This is an optimization exercise on Yosys and OpenROAD, whose aim is small area, a short achievable clock period and few clock cycles per item, not a production implementation.
No run shown here included a check of the RTL's function; only the layout flow was run.
Power and IR drop assume default switching activity.

==> flow/design.v (outline; a module is shown in full before it is edited, if it fits) <==
// module top_module: 2828 lines
// module fa_cell: 4 lines
module top_module(clk, reset, INIT, READY, DONE,
                  input_ram_en, input_ram_addr, input_ram_data,
                  filter_rom_en, filter_rom_addr, filter_rom_data,
                  conv_valid, conv_out);
  // ...
==> flow/run.sh <==
#!/bin/bash
# synth_recipe.tcl (not shown) runs the flow's synth.tcl, then flattens the netlist and writes it again
# the make line also repeats each setting of config.mk as NAME=value (left out here)
make -C /OpenROAD-flow-scripts/flow DESIGN_CONFIG=/design/flow/config.mk WORK_HOME=/design/flow/orfs CLKGATE_MAP_FILE= SYNTH_SCRIPT=/design/flow/synth_recipe.tcl finish
==> flow/config.mk <==
export PLATFORM = sky130hd
export DESIGN_NAME = top_module
export DESIGN_NICKNAME = top_module
export VERILOG_FILES = /design/flow/design.v
export SDC_FILE = /design/flow/constraint.sdc
export NUM_CORES = 4
export LEC_CHECK = 0
export CAP_MARGIN = 20
export CORE_MARGIN = 2
export CORE_UTILIZATION = 40
export PLACE_DENSITY = 0.6
export SLEW_MARGIN = 20
export SYNTH_HIERARCHICAL = 1
export SYNTH_MINIMUM_KEEP_SIZE = 0
==> flow/constraint.sdc <==
create_clock -name core_clock -period 6.0 [get_ports {clk}]
set_input_delay 1.2000 -clock core_clock [delete_from_list [all_inputs] [get_ports {clk}]]
set_output_delay 1.2000 -clock core_clock [all_outputs]
set_load 0.01 [all_outputs]
==> flow_metrics.env, run 1 <==
export IMPL_multiInputCombCellCount=1218
export IMPL_combinationalPower_mw=6.82
export IMPL_grt_pass1_vias=14334
export IMPL_synth_area_top_cells="fa_1, dfxtp_1, nand2_1"
export IMPL_post_route_util_pct=47.19
export IMPL_drt_met1_wl_mm=21.54
export IMPL_rsz0062_at_grt="false"
export IMPL_route_detailed_drc=0
export IMPL_power_frac_comb_pct=54.4
export IMPL_hold_depth=0
export IMPL_multi_input_area_share_pct=56.49
export IMPL_status="finished clean"
export IMPL_fin_area_um2=23680
export IMPL_cp_depth=9
export IMPL_routed_top_layer="met4"
export IMPL_regArea_um2=6346
export IMPL_tns_ns=0
export IMPL_drt_initial_drc_count=745
export IMPL_antenna_found_initial=1
export IMPL_initial_core_util_pct=40.60
export IMPL_setup_violations=0
export IMPL_path_buf_inv=0
export IMPL_grt_pass1_wl_mm=84.49
export IMPL_routed_wl_mm=53.37
export IMPL_ys_flop_type="dfxtp_1"
export IMPL_port_buffers=166
export IMPL_r2r_start="vo_p[3]$_SDFF_PN0_"
export IMPL_endpoint_kind="register"
export IMPL_pg_clk_mw=2.42
export IMPL_ir_drop_mv=0.3587
export IMPL_path_clk_slew_ns=0.06
export IMPL_drtAntennaViolNets=0
export IMPL_relSlewSlack_pct=49.34
export IMPL_hold_buffers=0
==> run 2, diff against run 1 <==
--- a/flow/config.mk
+++ b/flow/config.mk
@@ -9,6 +9,7 @@
 export CORE_MARGIN = 2
 export CORE_UTILIZATION = 40
 export PLACE_DENSITY = 0.6
+export SETUP_SLACK_MARGIN = 3.6
 export SLEW_MARGIN = 20
 export SYNTH_HIERARCHICAL = 1
 export SYNTH_MINIMUM_KEEP_SIZE = 0
==> run 2 against run 1 <==
Compared with the run above: synthesized cell count stayed put; critical path depth is 2 higher; first-iteration DRC count is 3.2% lower; via count is 5.3% higher; combinational power is 17% higher; sequential power hardly changed; cell count is 5.1% higher; clock power hardly changed; sequential share of layout area is 1.5 points lower; final area is 15% higher; maximum frequency is 23% higher; critical endpoint unchanged; largest cell class unchanged; largest power group unchanged.
==> flow_metrics.env, run 2 <==
export IMPL_path_clk_slew_ns=0.06
export IMPL_drive_gt1_share_pct=47.14
export IMPL_synth_edff_count=0
export IMPL_ys_types=38
export IMPL_hold_viol_final=0
export IMPL_grt_max_degree=14
export IMPL_fp_row_count=82
export IMPL_worstPathArrival_ns=3.44
export IMPL_syn_avg_cell_area_um2=11.94
export IMPL_layout_commonest_cell="nand2_1"
export IMPL_netlist_instances=1706
export IMPL_cts_tree="done"
export IMPL_ys_seq_area_share_pct=31.15
export IMPL_initial_core_util_pct=40.60
export IMPL_switching_power_mw=5.439
export IMPL_clk_latency_ns=0.58
export IMPL_grt_pass1_vias=15152
export IMPL_num_io_pins=167
export IMPL_whs_ns=0.3260
export IMPL_port_buffers=166
export IMPL_rsz0062_at_grt="true"
export IMPL_gr_usage_met2_pct=41.24
export IMPL_layout_common_cells="nand2_1, fa_2, fa_1"
export IMPL_largest_registers="f_q x64, x_q x64, acc x20"
export IMPL_drt_wirelength_per_cell_um=22.44
export IMPL_worst_r2r_path_depth=11
export IMPL_regArea_um2=6890
export IMPL_r2r_slack_ns=3.00
export IMPL_synth_top_cell_by_area="fa_1"
export IMPL_hp_class="reg -> reg"
export IMPL_drv_slew=0
export IMPL_yosys_warnings=7
export IMPL_grt_pass1_wl_mm=89.68
export IMPL_busiest_layer="met2"
export IMPL_antenna_found_initial=1
export IMPL_post_route_util_pct=54.30
export IMPL_maxCapViolCount=0
export IMPL_fp_dieH_um=229.7
export IMPL_cts_sinks=317
export IMPL_synth_commonest_cells="nand2_1, fa_1, dfxtp_1, clkbuf_1, ha_1"
export IMPL_num_vias=12967
export IMPL_fin_area_um2=27240
export IMPL_required_ns=6.44
export IMPL_cp_depth=11
export IMPL_grt_overflow=0
export IMPL_path_cells="buf_6 > and2_1 > fa_2 > ha_4 > ha_4 > fa_2 > a211o_1 > a21oi_4 > a21oi_4 > a2111oi_4 > xnor2_1"
export IMPL_endpoint_kind="register"
export IMPL_nets=2565
export IMPL_drtAntennaViolNets=0
export IMPL_ys_ff_latch=317
export IMPL_routed_wl_mm=58.31
export IMPL_clockBufferDepth=3
export IMPL_ys_flop_type="dfxtp_1"
export IMPL_slowest_delay_ns=0.41
export IMPL_drt_initial_drc_count=721
export IMPL_cts_buffers=37
export IMPL_yosysMostFrequentCell="nand2_1"
export IMPL_fmax_ghz=0.3333
export IMPL_ir_drop_mv=0.3499
export IMPL_finClkSkew_ns=0.02468
export IMPL_dpl_hpwl_mm=48.68
export IMPL_die_w_um=229.7
export IMPL_placedInstanceArea_um2=23330
export IMPL_synth_area_top_cells="fa_1, dfxtp_1, nand2_1"
export IMPL_period_needed_ns=3.000
export IMPL_critPathTopFamily="adder cells"
export IMPL_tightest_slew_ns=0.3646
export IMPL_nFillCells=4160
export IMPL_route_detailed_drc=0
export IMPL_power_leakage_nw=9.825
export IMPL_cts_max_level=2
export IMPL_crit_fanout=10
export IMPL_power_total_mw=13.74
export IMPL_hold_depth=0
export IMPL_status="finished clean"
export IMPL_coreArea_um2=50170
export IMPL_cpMaxStageDelayCell="fa_2"
export IMPL_synth_area_um2=20370
export IMPL_via_per_inst=4.989
export IMPL_p_clk_share_pct=17.6
export IMPL_die_area_um2=52750
export IMPL_path_buf_inv=1
export IMPL_pwr_share_seq_pct=24.3
export IMPL_cp_start_kind="register"
export IMPL_synthToLayoutAreaGrowth_pct=33.74
export IMPL_criticalPathCategory="reg -> reg"
export IMPL_relSlewSlack_pct=75.63
export IMPL_synth_top_area_share_pct=48.65
export IMPL_ys_async_sr_fraction_pct=0
export IMPL_layout_worst_path_cycle_share_pct=50.00
export IMPL_power_density_nw_per_um2=504.4
export IMPL_dr_pass1_iters=5
export IMPL_multi_input_area_um2=15170
export IMPL_routabilityCongestion=0.9194
export IMPL_grt_use_met1_pct=28.45
export IMPL_track_usage_pct=23.04
export IMPL_p_int_mw=8.303
export IMPL_power_frac_comb_pct=58.1
export IMPL_clockRootBuffer="clkbuf_16"
export IMPL_grt_use_met3_pct=3.671
export IMPL_swShare_pct=39.58
export IMPL_tns_ns=0
export IMPL_setup_violations=0
export IMPL_syn_nets=2373
[run 2: cell count changes in the layout (fill, tap and decap cells not counted), sizes merged]
cell / delta
buf: +131
clkdlybuf4s50: -36
diode: +1
dlygate4sd2: +2
clkinv: +2
clkdlybuf4s15: +25
[run 2: cell families (layout without fill, tap and decap cells)]
| logic type | count (synthesis) | in the layout | share of synthesized area [%] |
|---|---|---|---|
| adders and majority gates | 536 | 536 | 51.16 |
| xor gates and xnor gates | 22 | 22 | 0.9459 |
| other | 0 | 1 | 0 |
| and+or+nand+nor | 605 | 605 | 11.72 |
| DFF | 317 | 317 | 31.15 |
| AOI/OAI and AO/OA | 55 | 55 | 1.830 |
| buffers and inverters | 171 | 391 | 3.188 |
[run 2: stage by stage]
step	setup WS, ns	instances
finish	3.000	2599
global route	2.893	2598
CTS	2.938	2553
detailed placement	2.747	2408
global placement	2.748	2408
floorplan	3.177	1706
[run 2: cell type report]
type	instances	share of cell area (%)
Multi-Input combinational cell	1218	55.70
Sequential cell	317	25.29
Timing Repair Buffer	289	10.57
Clock buffer	49	3.747
Tap cell	672	3.086
Clock inverter	18	1.121
Inverter	35	0.4822
Antenna cell	1	0.009185
[run 2: worst paths after layout]
check                           from               to
setup / recovery  vo_p[3]$_SDFF_PN0_  acc[18]$_DFF_P_
hold / removal         r1308$_DFF_P_    r1589$_DFF_P_
setup reg to reg  vo_p[3]$_SDFF_PN0_  acc[18]$_DFF_P_
hold reg to reg        r1308$_DFF_P_    r1589$_DFF_P_
[run 2: what timing repair did]
action                     in CTS  in global routing
setup endpoints to repair     172                138
hold endpoints to repair        0                  0
pin swaps                     181                111
resized for setup             620                116
setup buffers                  78                 45
hold buffers                    0                  0
[run 2: power groups by stage]
stage	combinational (mW)	clock (mW)	sequential, mW
global route	9.12	2.58	3.41
CTS	7.99	2.49	3.34
global placement	7.23	0	3.39
detailed placement	7.46	0	3.40
floorplan	5.12	0	3.18
finish	7.98	2.42	3.34
[run 2: modules after synthesis (local to each module, per instance)]
module / times used / cells inside
top_module: 1 / 1226
fa_cell: 480 / 1
[run 2: routing by layer]
metal  vias to the layer above  wire length (µm)
met3                       126              2994
met4                         2              1853
met1                      6895             23310
li1                       5538                 -
met2                       406             30140
met5                         -                13
==> run 3, diff against run 2 <==
--- a/flow/config.mk
+++ b/flow/config.mk
@@ -9,7 +9,7 @@
 export CORE_MARGIN = 2
 export CORE_UTILIZATION = 40
 export PLACE_DENSITY = 0.6
-export SETUP_SLACK_MARGIN = 3.6
+export SETUP_SLACK_MARGIN = 3.0
 export SLEW_MARGIN = 20
 export SYNTH_HIERARCHICAL = 1
 export SYNTH_MINIMUM_KEEP_SIZE = 0
==> run 3 against run 2 <==
Compared with the run above: synthesized cell count stayed put; sequential share of layout area is 1.4 points higher; routed wire length is 5.8% lower; register-to-register slack hardly changed; core utilization is 5.9 points lower; die area stayed put; critical path type unchanged.
==> flow_metrics.env, run 3 <==
export IMPL_netlist_instances=1706
export IMPL_setup_violations=0
export IMPL_required_ns=6.43
export IMPL_synth_edff_count=0
export IMPL_antenna_cells=0
export IMPL_path_buf_inv=2
export IMPL_via_per_inst=5.004
export IMPL_syn_avg_cell_area_um2=11.94
export IMPL_timing_rr_end="acc[18]$_DFF_P_"
export IMPL_drtAntennaViolNets=0
export IMPL_muxShareOfSynthArea_pct=0
export IMPL_layout_worst_path_cycle_share_pct=49.82
export IMPL_track_usage_pct=21.74
export IMPL_clockRootBuffer="clkbuf_16"
export IMPL_num_io_pins=167
export IMPL_routabilityCongestion=0.9092
export IMPL_synth_top_family_by_area="adder cells"
export IMPL_path_cells="buf_6 > buf_8 > and2_4 > fa_2 > ha_4 > ha_4 > fa_2 > a211o_1 > a21oi_4 > a21oi_4 > a2111oi_4 > xnor2_1"
export IMPL_synth_fa_ha_area_share_pct=51.16
export IMPL_ys_async_sr_fraction_pct=0
export IMPL_synth_area_top_cells="fa_1, dfxtp_1, nand2_1"
export IMPL_finClkSkew_ns=0.01957
export IMPL_route_detailed_drc=0
export IMPL_tightest_slew_ns=0.4723
export IMPL_grt_pass1_wl_mm=85.19
export IMPL_endpoint_kind="register"
export IMPL_grt_max_degree=15
export IMPL_crit_fanout=5
export IMPL_ys_flop_type="dfxtp_1"
export IMPL_ys_seq_area_share_pct=31.15
export IMPL_drv_slew=0
export IMPL_ys_types=38
export IMPL_clockBufferDepth=3
export IMPL_synth_compound_area_share_pct=1.830
export IMPL_drt_initial_drc_count=745
export IMPL_r2r_slack_ns=3.01
export IMPL_synth_commonest_cells="nand2_1, fa_1, dfxtp_1, clkbuf_1, ha_1"
export IMPL_cts_buffers=37
export IMPL_criticalPathCategory="reg -> reg"
export IMPL_tns_ns=0
export IMPL_num_vias=12491
export IMPL_grt_overflow=0
export IMPL_slowest_delay_ns=0.37
export IMPL_power_leakage_nw=8.866
export IMPL_placedInstanceArea_um2=22360
export IMPL_ys_ff_latch=317
export IMPL_worst_r2r_path_depth=12
export IMPL_fp_row_count=82
export IMPL_cts_max_level=2
export IMPL_cpMaxStageDelayCell="fa_2"
export IMPL_drive_gt1_share_pct=12.61
export IMPL_nets=2465
export IMPL_hold_viol_final=0
export IMPL_drt_wirelength_per_cell_um=22.01
export IMPL_hold_buffers=0
export IMPL_hp_start="r1309$_DFF_P_"
export IMPL_syn_nets=2373
export IMPL_fp_dieH_um=229.7
export IMPL_hold_depth=0
export IMPL_path_clk_slew_ns=0.06
export IMPL_synthToLayoutAreaGrowth_pct=19.15
export IMPL_clk_latency_ns=0.57
export IMPL_rsz0062_at_grt="true"
export IMPL_ir_drop_mv=0.3431
export IMPL_cts_tree="done"
export IMPL_yosysMostFrequentCell="nand2_1"
export IMPL_grt_pass1_vias=14842
export IMPL_fin_area_um2=24270
export IMPL_routed_wl_mm=54.94
export IMPL_coreArea_um2=50170
export IMPL_die_w_um=229.7
export IMPL_cp_start_kind="register"
export IMPL_r2r_start="vo_p[3]$_SDFF_PN0_"
export IMPL_dpl_hpwl_mm=46.61
export IMPL_yosys_area_share_xor_xnor_pct=0.9459
export IMPL_initial_core_util_pct=40.60
export IMPL_dr_pass1_iters=5
export IMPL_period_needed_ns=2.989
export IMPL_yosys_warnings=7
export IMPL_maxCapViolCount=0
export IMPL_antenna_found_initial=1
export IMPL_layout_commonest_cell="nand2_1"
export IMPL_status="finished clean"
export IMPL_fmax_ghz=0.3345
export IMPL_synth_top_area_share_pct=48.65
export IMPL_synth_top_cell_by_area="fa_1"
export IMPL_layout_common_cells="nand2_1, fa_1, dfxtp_1"
export IMPL_die_area_um2=52750
export IMPL_critPathTopFamily="adder cells"
export IMPL_port_buffers=166
export IMPL_largest_registers="f_q x64, x_q x64, acc x20"
export IMPL_cts_sinks=317
export IMPL_power_density_nw_per_um2=535.0
export IMPL_worstHoldEndpoint="r1590$_DFF_P_"
export IMPL_yosys_area_share_simple_pct=11.72
export IMPL_hp_class="reg -> reg"
export IMPL_worstPathArrival_ns=3.42
export IMPL_synth_area_um2=20370
export IMPL_relSlewSlack_pct=68.47
run 3: changes by cell type in the layout (fill, tap and decap cells not counted), moves of 36 or more:
cell / before / now
nand2_1: 361 / 538
buf_4: 61 / 17
nand2_4: 60 / 0
dfxtp_4: 136 / 2
nand2_2: 118 / 1
fa_1: 175 / 485
dfxtp_1: 154 / 221
dfxtp_2: 27 / 94
buf_6: 55 / 3
clkdlybuf4s50_1: 130 / 166
fa_2: 320 / 10
run 3: through the flow:
step / hold slack (ns) / std cells / util (%) / setup slack (ns) / power (mW)
2_1_floorplan: 0.3096 / 1706 / - / 3.008 / 7.833
3_3_place_gp: 0.3109 / 2408 / 44.56 / 2.434 / 10.10
3_5_place_dp: 0.3121 / 2408 / 44.56 / 2.340 / 10.32
4_1_cts: 0.3203 / 2485 / 47.60 / 2.929 / 12.78
5_1_grt: 0.3234 / 2496 / 48.38 / 2.869 / 14.31
6_report: 0.3239 / 2496 / 48.38 / 3.011 / 12.99
run 3: where the power goes:
part	total, mW	switching (mW)	internal, mW
clock	2.31	0.915	1.39
sequential	3.32	0.437	2.89
combinational	7.36	3.85	3.51
total	13.0	5.20	7.78
run 3: metal layers:
layer  up-vias  GRT usage [%]  share of wire, %
met3       143          6.225               7.7
li1       5324              -                 -
met4         2          7.752               3.5
met1      6512          25.40                38
met2       510          38.13                51
met5         -              0             0.027
run 3: logic make-up (layout without fill, tap and decap cells):
family                   count (synthesis)  after routing
AO/OA/AOI/OAI                           55             55
XOR/XNOR                                22             22
adder cells (fa/ha/maj)                536            536
buffers and inverters                  171            289
flip-flops                             317            317
AND/OR/NAND/NOR                        605            605
run 3: worst max path at each step:
stage / startpoint / to / slack [ns] / depth (start not counted)
floorplan: vo_p[3]$_SDFF_PN0_ / acc[18]$_DFF_P_ / 3.01 / 12
global placement: vo_p[3]$_SDFF_PN0_ / acc[18]$_DFF_P_ / 2.43 / 9
detailed placement: vo_p[3]$_SDFF_PN0_ / acc[15]$_DFF_P_ / 2.34 / 10
CTS: vo_p[3]$_SDFF_PN0_ / acc[18]$_DFF_P_ / 2.93 / 12
global route: vo_p[3]$_SDFF_PN0_ / acc[19]$_DFF_P_ / 2.87 / 11
finish: vo_p[3]$_SDFF_PN0_ / acc[18]$_DFF_P_ / 3.01 / 12
run 3: cell type report:
class / instances / area, µm²
flip-flops and latches: 317 / 6471
clock inverters: 18 / 221.5
multi-input cells: 1218 / 13700
clock buffers: 47 / 1026
fillers: 4390 / 25900
inverters: 35 / 131.4
repair buffers: 189 / 1878
well taps: 672 / 840.8
run 3: worst register-to-register path, stage by stage (launching register included):
cell	delay, ns
dfxtp_4	0.36
buf_6	0.13
buf_8	0.12
and2_4	0.13
fa_2	0.37
ha_4	0.17
ha_4	0.16
fa_2	0.36
a211o_1	0.32
a21oi_4	0.21
a21oi_4	0.11
a2111oi_4	0.32
xnor2_1	0.10
run 3: what timing repair did:
action,in CTS,in global routing
resized for setup,59,110
pin swaps,12,30
setup endpoints to repair,27,42
buffers inserted,12,11
run 3: Yosys stat by module (local to each module, per instance):
module / area, µm² / copies in the design
fa_cell: 20.02 / 480
top_module: 10760 / 1

-- port drivers added, routing unchanged --
No port has a modelled driver above. Below, the same layouts with a new extraction and two added sets of constraints. Step 1 sets driving cells, clkbuf_16 on the clock port and buf_2 on the other inputs (assumed; they add their load-dependent delay and slew). Step 2, shift: input delay + t, output delay - t, t = (earliest + latest rising clock arrival at the registers) / 2. This alone moves slack from input paths to output paths. Slacks: no drivers / after step 1 / after step 2; pairs: no drivers / after step 1.
run | shift t [ns] | setup WS [ns] | pins driven straight from the clock port
run 1 | 0.597 | 2.312 / 2.312 / 2.312 | 1
run 2 | 0.619 | 3.000 / 3.000 / 3.000 | 1
run 3 | 0.613 | 3.011 / 3.011 / 3.011 | 1
After both steps setup and hold are still met in every run listed.
